This is an optimization exercise on Yosys and OpenROAD, whose aim is small area, not a production implementation. RTL that was checked went through simulation tests only; none was proved equivalent to the original. Power and IR drop assume default switching activity.

==> 08-11 <==
==> flow/design.v <==
module jtag_sba_top (
  input  logic        tck_i,
  input  logic        tms_i,
  input  logic        td_i,
  input  logic        trst_ni,
  output logic        td_o,
  output logic        tdo_oe_o,
  output logic        dmi_clear_o,
  output logic        master_req_o,
  output logic [31:0] master_add_o,
  output logic        master_we_o,
  output logic [31:0] master_wdata_o,
  output logic [3:0]  master_be_o,
  input  logic        master_gnt_i,
  input  logic        master_r_valid_i,
  input  logic        master_r_err_i,
  input  logic        master_r_other_err_i,
  input  logic [31:0] master_r_rdata_i
);
  localparam logic [3:0] TLR  = 4'h0, RTI  = 4'h3, SDR  = 4'h8, CDR  = 4'h9,
                         SHDR = 4'hD, E1DR = 4'hE, PDR  = 4'hC, E2DR = 4'hF,
                         UDR  = 4'hA, SIR  = 4'hB, CIR  = 4'h1, SHIR = 4'h5,
                         E1IR = 4'h6, PIR  = 4'h4, E2IR = 4'h7, UIR  = 4'h2;
  localparam logic [1:0] IR_ID = 2'd0, IR_BYP = 2'd1, IR_DTMCS = 2'd2, IR_DMI = 2'd3;
  logic [3:0]  tap_q, tap_d;
  logic [1:0]  ir_q;
  logic [40:0] sr_q, sr_d;
  logic        tdo_oe_q, clr1_q, clr2_q;
  logic tlr, capture_dr, shift_dr, update_dr, capture_ir, shift_ir, update_ir;
  assign tlr        = (tap_q == TLR);
  assign capture_dr = (tap_q == CDR);
  assign shift_dr   = (tap_q == SHDR);
  assign update_dr  = (tap_q == UDR);
  assign capture_ir = (tap_q == CIR);
  assign shift_ir   = (tap_q == SHIR);
  assign update_ir  = (tap_q == UIR);
  always_comb begin
    tap_d = tap_q;
    unique case (tap_q)
      TLR:  tap_d = tms_i ? TLR  : RTI;
      RTI:  tap_d = tms_i ? SDR  : RTI;
      SDR:  tap_d = tms_i ? SIR  : CDR;
      CDR:  tap_d = tms_i ? E1DR : SHDR;
      SHDR: tap_d = tms_i ? E1DR : SHDR;
      E1DR: tap_d = tms_i ? UDR  : PDR;
      PDR:  tap_d = tms_i ? E2DR : PDR;
      E2DR: tap_d = tms_i ? UDR  : SHDR;
      UDR:  tap_d = tms_i ? SDR  : RTI;
      SIR:  tap_d = tms_i ? TLR  : CIR;
      CIR:  tap_d = tms_i ? E1IR : SHIR;
      SHIR: tap_d = tms_i ? E1IR : SHIR;
      E1IR: tap_d = tms_i ? UIR  : PIR;
      PIR:  tap_d = tms_i ? E2IR : PIR;
      E2IR: tap_d = tms_i ? UIR  : SHIR;
      UIR:  tap_d = tms_i ? SDR  : RTI;
      default: tap_d = tap_q;
    endcase
  end
  logic is_dmi, is_dtmcs, is_byp;
  assign is_dmi   = (ir_q == IR_DMI);
  assign is_dtmcs = (ir_q == IR_DTMCS);
  assign is_byp   = (ir_q == IR_BYP);
  always_ff @(posedge tck_i or negedge trst_ni) begin
    if (!trst_ni) begin
      tap_q    <= TLR;
      ir_q     <= IR_ID;
      tdo_oe_q <= 1'b0;
      clr1_q   <= 1'b0;
      clr2_q   <= 1'b0;
    end else begin
      tap_q    <= tap_d;
      tdo_oe_q <= shift_ir | shift_dr;
      clr1_q   <= tlr;
      clr2_q   <= clr1_q;
      if (tlr) ir_q <= IR_ID;
      else if (update_ir) begin
        unique case (sr_q[4:0])
          5'h01:   ir_q <= IR_ID;
          5'h10:   ir_q <= IR_DTMCS;
          5'h11:   ir_q <= IR_DMI;
          default: ir_q <= IR_BYP;
        endcase
      end
    end
  end
  assign tdo_oe_o    = tdo_oe_q;
  assign dmi_clear_o = clr2_q;
  logic [6:0]  address_q;
  logic        addr_v_q;     
  logic [31:0] data_q;       
  logic [31:0] resp_data_q;
  logic        resp_v_q;     
  logic        err_q;        
  logic [2:0]  cnt_q;        
  logic        rd_q;         
  logic        rbusy_q;      
  localparam logic [31:0] IdCode = 32'hDEAD_BEEF;
  logic [31:0] dtmcs_cap, low_cap, resp_cap;
  logic [6:0]  addr_cap;
  assign dtmcs_cap = {17'b0, 3'd1, err_q, err_q, 6'd7, 4'd1};
  assign resp_cap  = resp_data_q & {32{resp_v_q}};
  assign addr_cap  = address_q & {7{addr_v_q}};
  always_comb begin
    unique case (ir_q)
      IR_DMI:   low_cap = {resp_cap[29:0], err_q, err_q};
      IR_DTMCS: low_cap = dtmcs_cap;
      IR_ID:    low_cap = IdCode;
      default:  low_cap = {IdCode[31:1], 1'b0};
    endcase
  end
  always_comb begin
    sr_d = sr_q;
    if (shift_ir || shift_dr) begin
      sr_d = {td_i, sr_q[40:1]};
      if (!is_dmi) sr_d[31] = td_i;
      if (shift_ir) sr_d[4] = td_i;
      if (shift_dr && is_byp) sr_d[0] = td_i;
    end
    if (capture_ir) sr_d[4:0] = 5'b00101;
    if (capture_dr) sr_d = {addr_cap, resp_cap[31:30], low_cap};
  end
  always_ff @(posedge tck_i) begin
    sr_q <= sr_d;
    td_o <= sr_q[0];
  end
  logic dmi_clear, upd_ok, start, ev_busy, sba_valid, resp_ok;
  assign dmi_clear = tlr || (is_dtmcs && update_dr && sr_q[17]);
  assign upd_ok    = is_dmi && update_dr && !err_q && (cnt_q == 3'd0);
  assign start     = upd_ok && (sr_q[1] ^ sr_q[0]);
  assign sba_valid = (cnt_q == 3'd3);
  assign resp_ok   = (cnt_q == 3'd7) && !rbusy_q;
  logic [31:0] sba_rdata;
  logic        sba_rbusy;
  assign ev_busy = (update_dr && (cnt_q != 3'd0))
                || (capture_dr && (cnt_q != 3'd0) && rd_q)
                || ((cnt_q == 3'd7) && rbusy_q);
  always_ff @(posedge tck_i or negedge trst_ni) begin
    if (!trst_ni) begin
      addr_v_q <= 1'b0;
      resp_v_q <= 1'b0;
      err_q    <= 1'b0;
      cnt_q    <= 3'd0;
    end else if (dmi_clear) begin
      addr_v_q <= 1'b0;
      resp_v_q <= 1'b0;
      err_q    <= 1'b0;
      cnt_q    <= 3'd0;
    end else begin
      if (upd_ok) addr_v_q <= 1'b1;
      if (resp_ok) resp_v_q <= rd_q;
      if (ev_busy) err_q <= 1'b1;
      if (cnt_q != 3'd0) cnt_q <= cnt_q + 3'd1;
      else if (start)    cnt_q <= 3'd1;
    end
  end
  always_ff @(posedge tck_i) begin
    if (upd_ok) address_q <= sr_q[40:34];
    if (resp_ok && rd_q) resp_data_q <= data_q;
    if (upd_ok | sba_valid) data_q <= ({32{upd_ok}} & sr_q[33:2]) | sba_rdata;
    if (upd_ok) rd_q <= ~sr_q[1];
    if (sba_valid) rbusy_q <= sba_rbusy;
  end
  localparam logic [2:0] S_IDLE = 3'b000, S_READ = 3'b100, S_WRITE = 3'b101;
  logic [2:0]  sst_q;
  logic [31:0] sbcs_q, sbaddr0_q, sbaddr1_q, sbdata0_q, sbdata1_q;
  logic        cs_bbe_q;     
  logic [8:0]  cs_fn_q;      
  logic [21:0] cs_st_q;      
  assign sbcs_q = {cs_st_q[21:13], cs_bbe_q, cs_st_q[12], cs_fn_q, cs_st_q[11:0]};
  logic        sbcs_v_q, a1_v_q, d0_v_q, d1_v_q;
  localparam logic [31:0] CsStore = 32'hFFA0_0FFF;
  logic [2:0] sbaccess;
  logic [2:0] sberror;
  assign sbaccess = sbcs_q[19:17];
  assign sberror  = sbcs_q[14:12];
  logic busy, req_ph, wait_ph;
  assign busy    = sst_q[2];
  assign req_ph  = sst_q[2] & ~sst_q[1];
  assign wait_ph = sst_q[2] &  sst_q[1];
  logic op_rd, op_wr;
  logic a38, a39, a3a, a3c, a3d;
  assign op_rd = sba_valid &  rd_q;
  assign op_wr = sba_valid & ~rd_q;
  assign a38 = (address_q == 7'h38);
  assign a39 = (address_q == 7'h39);
  assign a3a = (address_q == 7'h3a);
  assign a3c = (address_q == 7'h3c);
  assign a3d = (address_q == 7'h3d);
  assign sba_rbusy = busy & (a3c | a3d | (~rd_q & (a38 | a39 | a3a)));
  logic s_cs, s_a0, s_a1, s_d0, s_d1;
  assign s_cs = op_rd & a38;
  assign s_a0 = op_rd & a39;
  assign s_a1 = op_rd & a3a & a1_v_q;
  assign s_d0 = op_rd & a3c & ~busy & d0_v_q;
  assign s_d1 = op_rd & a3d & ~busy & d1_v_q;
  assign sba_rdata = ({32{s_cs}} & sbcs_q & (~CsStore | {32{sbcs_v_q}}))
                   | ({32{s_a0}} & sbaddr0_q)
                   | ({32{s_a1}} & sbaddr1_q)
                   | ({32{s_d0}} & sbdata0_q)
                   | ({32{s_d1}} & sbdata1_q);
  logic misaligned, badsize, errc;
  always_comb begin
    unique case (sbaccess)
      3'd0:    misaligned = 1'b0;
      3'd1:    misaligned = sbaddr0_q[0];
      3'd2:    misaligned = |sbaddr0_q[1:0];
      3'd3:    misaligned = |sbaddr0_q[2:0];
      3'd4:    misaligned = |sbaddr0_q[3:0];
      3'd5:    misaligned = |sbaddr0_q[4:0];
      3'd6:    misaligned = |sbaddr0_q[5:0];
      default: misaligned = |sbaddr0_q[6:0];
    endcase
  end
  assign badsize = sbaccess[2] | (sbaccess[1] & sbaccess[0]);
  assign errc    = misaligned | badsize;
  assign master_req_o = req_ph & ~errc;
  assign master_we_o  = sst_q[0];
  assign master_add_o = sbaddr0_q;
  always_comb begin
    unique case (sbaccess[1:0])
      2'd0:    master_be_o = 4'b0001 << sbaddr0_q[1:0];
      2'd1:    master_be_o = sbaddr0_q[1] ? 4'b1100 : 4'b0011;
      default: master_be_o = 4'b1111;
    endcase
  end
  logic [3:0] boff;
  assign boff = 4'b0001 << sbaddr0_q[1:0];
  always_comb begin
    master_wdata_o = '0;
    for (int j = 0; j < 4; j++)
      for (int m = 0; m <= j; m++)
        master_wdata_o[8*j +: 8] = master_wdata_o[8*j +: 8] | ({8{boff[m]}} & sbdata0_q[8*(j-m) +: 8]);
  end
  logic [31:0] rdata_sh;
  always_comb begin
    rdata_sh = '0;
    for (int j = 0; j < 4; j++)
      for (int m = 0; m + j < 4; m++)
        rdata_sh[8*j +: 8] = rdata_sh[8*j +: 8] | ({8{boff[m]}} & master_r_rdata_i[8*(j+m) +: 8]);
  end
  logic [32:0] inc_c;
  logic        inc_en;
  assign inc_en = done & sbcs_q[16];
  always_comb begin
    inc_c[0] = inc_en & ~sbaccess[1] & ~sbaccess[0];
    inc_c[1] = (inc_en & sbaccess[0]) | (inc_c[0] & sbaddr0_q[0]);
    inc_c[2] = (inc_en & sbaccess[1]) | (inc_c[1] & sbaddr0_q[1]);
    for (int i = 2; i < 32; i++) inc_c[i+1] = inc_c[i] & sbaddr0_q[i];
  end
  logic done, rdone, ok_wr, go_addr, go_wdata, go_rdata;
  assign done     = wait_ph & master_r_valid_i;
  assign rdone    = done & ~sst_q[0];
  assign ok_wr    = op_wr & ~busy;
  assign go_addr  = ok_wr & a39 & (sberror == 3'd0) & sbcs_q[20];
  assign go_wdata = ok_wr & a3c & (sberror == 3'd0);
  assign go_rdata = op_rd & a3c & ~busy & (sberror == 3'd0) & sbcs_q[15];
  always_ff @(posedge tck_i or negedge trst_ni) begin
    if (!trst_ni) begin
      sst_q     <= S_IDLE;
      sbcs_v_q  <= 1'b0;
      a1_v_q    <= 1'b0;
      d0_v_q    <= 1'b0;
      d1_v_q    <= 1'b0;
      sbaddr0_q <= '0;
      cs_bbe_q  <= 1'b0;
      cs_fn_q   <= '0;
    end else begin
      if (!busy) begin
        if (go_addr)       sst_q <= S_READ;
        else if (go_wdata) sst_q <= S_WRITE;
        else if (go_rdata) sst_q <= S_READ;
      end else if (req_ph) begin
        if (errc)              sst_q <= S_IDLE;
        else if (master_gnt_i) sst_q <= {2'b11, sst_q[0]};
      end else if (master_r_valid_i) begin
        sst_q <= S_IDLE;
      end
      if (ok_wr && a38) begin
        sbcs_v_q      <= 1'b1;
        cs_bbe_q      <= sbcs_q[22] & ~data_q[22];
        cs_fn_q[8:3]  <= data_q[20:15];
        cs_fn_q[2:0]  <= (|data_q[14:12]) ? 3'b000 : sberror;
      end
      if (sba_valid && sba_rbusy)
        cs_bbe_q <= 1'b1;
      if (req_ph && errc)
        cs_fn_q[2:0] <= misaligned ? 3'd3 : 3'd4;
      if (done && master_r_other_err_i)
        cs_fn_q[2:0] <= 3'd7;
      else if (done && master_r_err_i)
        cs_fn_q[2:0] <= 3'd2;
      if (ok_wr && a39) sbaddr0_q <= data_q;
      else sbaddr0_q <= sbaddr0_q ^ inc_c[31:0];
      if (ok_wr && a3a) a1_v_q <= 1'b1;
      if ((ok_wr && a3c) || rdone) d0_v_q <= 1'b1;
      if (ok_wr && a3d) d1_v_q <= 1'b1;
      else if (rdone) d1_v_q <= 1'b0;
    end
  end
  always_ff @(posedge tck_i) begin
    if (ok_wr && a38) cs_st_q <= {data_q[31:23], data_q[21], data_q[11:0]};
    if (ok_wr && a3a) sbaddr1_q <= data_q;
    if (ok_wr && a3c) sbdata0_q <= data_q;
    else if (rdone)   sbdata0_q <= rdata_sh;
    if (ok_wr && a3d) sbdata1_q <= data_q;
  end
endmodule
==> flow/flow/run.sh <==
#!/bin/bash
# Standard ORFS layout with smaller port buffers and a leaner clock tree.
set -euo pipefail
export BUFFER_PORTS_ARGS="-buffer_cell sky130_fd_sc_hd__buf_1"
export CTS_ARGS="-sink_clustering_enable -repair_clock_nets -dont_use_dummy_load -buf_list sky130_fd_sc_hd__clkbuf_8 -root_buf sky130_fd_sc_hd__clkbuf_8 -sink_clustering_size 16 -sink_clustering_max_diameter 50"
bash standard.sh > standard_flow.log 2>&1
==> flow/standard.sh <==
#!/bin/bash
# synth_recipe.tcl (not shown) runs the flow's synth.tcl, then flattens the netlist and writes it again
# the make line also repeats each setting of config.mk as NAME=value (left out here)
make -C /OpenROAD-flow-scripts/flow DESIGN_CONFIG=/design/flow/config.mk WORK_HOME=/design/flow/orfs CLKGATE_MAP_FILE= SYNTH_SCRIPT=/design/flow/synth_recipe.tcl "${@:-finish}"
==> flow/config.mk <==
export PLATFORM = sky130hd
export DESIGN_NAME = jtag_sba_top
export DESIGN_NICKNAME = jtag_sba_top
export VERILOG_FILES = /design/flow/design.v
export SDC_FILE = /design/flow/constraint.sdc
export NUM_CORES = 4
export LEC_CHECK = 0
export CAP_MARGIN = 20
export CORE_MARGIN = 2
export CORE_UTILIZATION = 40
export PLACE_DENSITY = 0.6
export SLEW_MARGIN = 20
==> flow/constraint.sdc <==
create_clock -name core_clock -period 10.0 [get_ports {tck_i}]
set_input_delay 2.0000 -clock core_clock [delete_from_list [all_inputs] [get_ports {tck_i}]]
set_output_delay 2.0000 -clock core_clock [all_outputs]
set_load 0.01 [all_outputs]
==> inputs of 03-25, as changes to 08-11 <==
--- a/flow/design.v
+++ b/flow/design.v
@@ -110,13 +110,16 @@
   end
-  always_comb begin
-    sr_d = sr_q;
-    if (shift_ir || shift_dr) begin
-      sr_d = {td_i, sr_q[40:1]};
-      if (!is_dmi) sr_d[31] = td_i;
-      if (shift_ir) sr_d[4] = td_i;
-      if (shift_dr && is_byp) sr_d[0] = td_i;
-    end
-    if (capture_ir) sr_d[4:0] = 5'b00101;
-    if (capture_dr) sr_d = {addr_cap, resp_cap[31:30], low_cap};
-  end
+  logic        shift_any, sr_hold;
+  logic [40:0] sh_in;
+  assign shift_any = shift_ir | shift_dr;
+  assign sr_hold   = ~(shift_any | capture_dr | capture_ir);
+  always_comb begin
+    sh_in     = {td_i, sr_q[40:1]};
+    sh_in[31] = (is_dmi & sr_q[32]) | (~is_dmi & td_i);
+    sh_in[4]  = (shift_ir & td_i) | (~shift_ir & sr_q[5]);
+    sh_in[0]  = (shift_dr & is_byp & td_i) | (~(shift_dr & is_byp) & sr_q[1]);
+  end
+  assign sr_d = ({41{shift_any}}  & sh_in)
+              | ({41{capture_dr}} & {addr_cap, resp_cap[31:30], low_cap})
+              | ({41{capture_ir}} & 41'b00101)
+              | ({41{sr_hold}}    & sr_q);
   always_ff @(posedge tck_i) begin
@@ -158,3 +161,3 @@
     if (resp_ok && rd_q) resp_data_q <= data_q;
-    if (upd_ok | sba_valid) data_q <= ({32{upd_ok}} & sr_q[33:2]) | sba_rdata;
+    data_q <= ({32{upd_ok}} & sr_q[33:2]) | sba_rdata | ({32{~(upd_ok | sba_valid)}} & data_q);
     if (upd_ok) rd_q <= ~sr_q[1];
@@ -238,3 +241,3 @@
       for (int m = 0; m + j < 4; m++)
-        rdata_sh[8*j +: 8] = rdata_sh[8*j +: 8] | ({8{boff[m]}} & master_r_rdata_i[8*(j+m) +: 8]);
+        rdata_sh[8*j +: 8] = rdata_sh[8*j +: 8] | ({8{rdone & boff[m]}} & master_r_rdata_i[8*(j+m) +: 8]);
   end
@@ -302,4 +305,3 @@
     if (ok_wr && a3a) sbaddr1_q <= data_q;
-    if (ok_wr && a3c) sbdata0_q <= data_q;
-    else if (rdone)   sbdata0_q <= rdata_sh;
+    sbdata0_q <= ({32{ok_wr & a3c}} & data_q) | rdata_sh | ({32{~((ok_wr & a3c) | rdone)}} & sbdata0_q);
     if (ok_wr && a3d) sbdata1_q <= data_q;
==> flow/flow/run.sh (replaced) <==
#!/bin/bash
# The standard ORFS layout, with three changes:
# - ABC maps the logic for area (flow/my_synth.tcl, flow/abc_area.script);
# - ports get the smallest buffer (buf_1) instead of clkdlybuf4s50_1;
# - a leaner clock tree (clkbuf_4 leaves, no dummy loads).
set -euo pipefail
W=$(pwd)
export FLOW_WORK=$W
export FLOW_ABC_SCRIPT=$W/flow/abc_area.script
export BUFFER_PORTS_ARGS="-buffer_cell sky130_fd_sc_hd__buf_1"
export CTS_ARGS="-sink_clustering_enable -repair_clock_nets -dont_use_dummy_load -buf_list sky130_fd_sc_hd__clkbuf_4 -root_buf sky130_fd_sc_hd__clkbuf_8 -sink_clustering_size 10 -sink_clustering_max_diameter 40"
bash standard.sh SYNTH_SCRIPT=$W/flow/my_synth.tcl finish > standard_flow.log 2>&1
==> flow/flow/abc_area.script (new file) <==
strash
&get -n
&st
&dch
&nf -R 1000
&put
topo
dnsize
==> flow/flow/my_synth.tcl (new file) <==
# The standard flow's synthesis script, with ABC mapping the logic for area instead of
# delay (the clock period leaves ample slack). Registers are mapped before
# ABC runs, so they come out as in the standard synthesis.
proc abc {args} {
  set i [lsearch -exact $args -script]
  if {$i >= 0} {
    set args [lreplace $args [expr {$i + 1}] [expr {$i + 1}] $::env(FLOW_ABC_SCRIPT)]
  }
  yosys abc {*}$args
}
source $::env(FLOW_WORK)/synth_recipe.tcl
- CORE_UTILIZATION: 40 -> 65
- PLACE_DENSITY: 0.6 -> 0.75
==> out/qor.yml <==
cells_and_area:
  fraction_of_standard_cell_area_in_multi_input_logic_pct: 32.0
  nonClkBufAreaFrac_pct: 4.00
  drive_gt1_share_pct: 9.67
yosys:
  synth.area.mux_share_pct: 5.59
critical_path:
  crit-reg2reg-launch: "cs_fn_q[5]$_DFFE_PN0P_"
route:
  detailroute.wirelength.met2_mm: 17.8
  route.layer.met1.wl_mm: 18.4
status:
  status: "finished clean"
grt:
  first_global_vias: 9470
  largest_net_degree_at_the_start_of_global_routing: 76
(the above is from 08-11)
==> out/qor.yml <==
cells_and_area:
  top_register: "sr_q"
  fraction_of_standard_cell_area_in_multi_input_logic_pct: 33.8
  nonClkBufAreaFrac_pct: 4.49
  drive_gt1_share_pct: 6.72
  largest_register_ffs: 41
route:
  route.layer.met1.wl_mm: 14.2
  detailroute.wirelength.met2_mm: 16.8
critical_path:
  critical_path.startpoint_type: "input port"
  crit-reg2reg-launch: "sst_q[2]$_DFF_PN0_"
grt:
  grtUsageMet2_pct: 58.2
  first_global_vias: 9404
  largest_net_degree_at_the_start_of_global_routing: 65
status:
  status: "finished clean"
pwr:
  powerSeq_mw: 1.64
place:
  place_hpwl_mm: 23.3
(the above is from 03-25)
For 08-11, only the layout was checked, not whether the RTL still works.

## afterwards: timing with drivers on the ports
No port has a modelled driver above. Below, the same layouts with a new extraction and two added sets of constraints.
Step 1 (the two cells are an assumption about what drives the block):
set clk [get_ports {tck_i}]
set_driving_cell -lib_cell sky130_fd_sc_hd__clkbuf_16 $clk
set_driving_cell -lib_cell sky130_fd_sc_hd__buf_2 [delete_from_list [all_inputs] $clk]
Step 2 also shifts input and output timing later by t, the mid clock arrival at the registers, as if the neighbouring blocks saw the same clock.
a / b / c = ideal / step 1 / step 2; a / b = the first two.
| run | shift t [ns] | setup WS [ns] | worst data-port slew with drivers (ns) |
|---|---|---|---|
| 08-11 | 0.635 | 1.403 / 1.399 / 0.764 | 0.06 |
| 03-25 | 0.570 | 1.204 / 1.222 / 0.653 | 0.04 |
After both steps every run listed still meets setup and hold. For 08-11, which loses most, drivers alone change the setup slack by -0.004 ns; drivers and shift together by -0.639 ns.
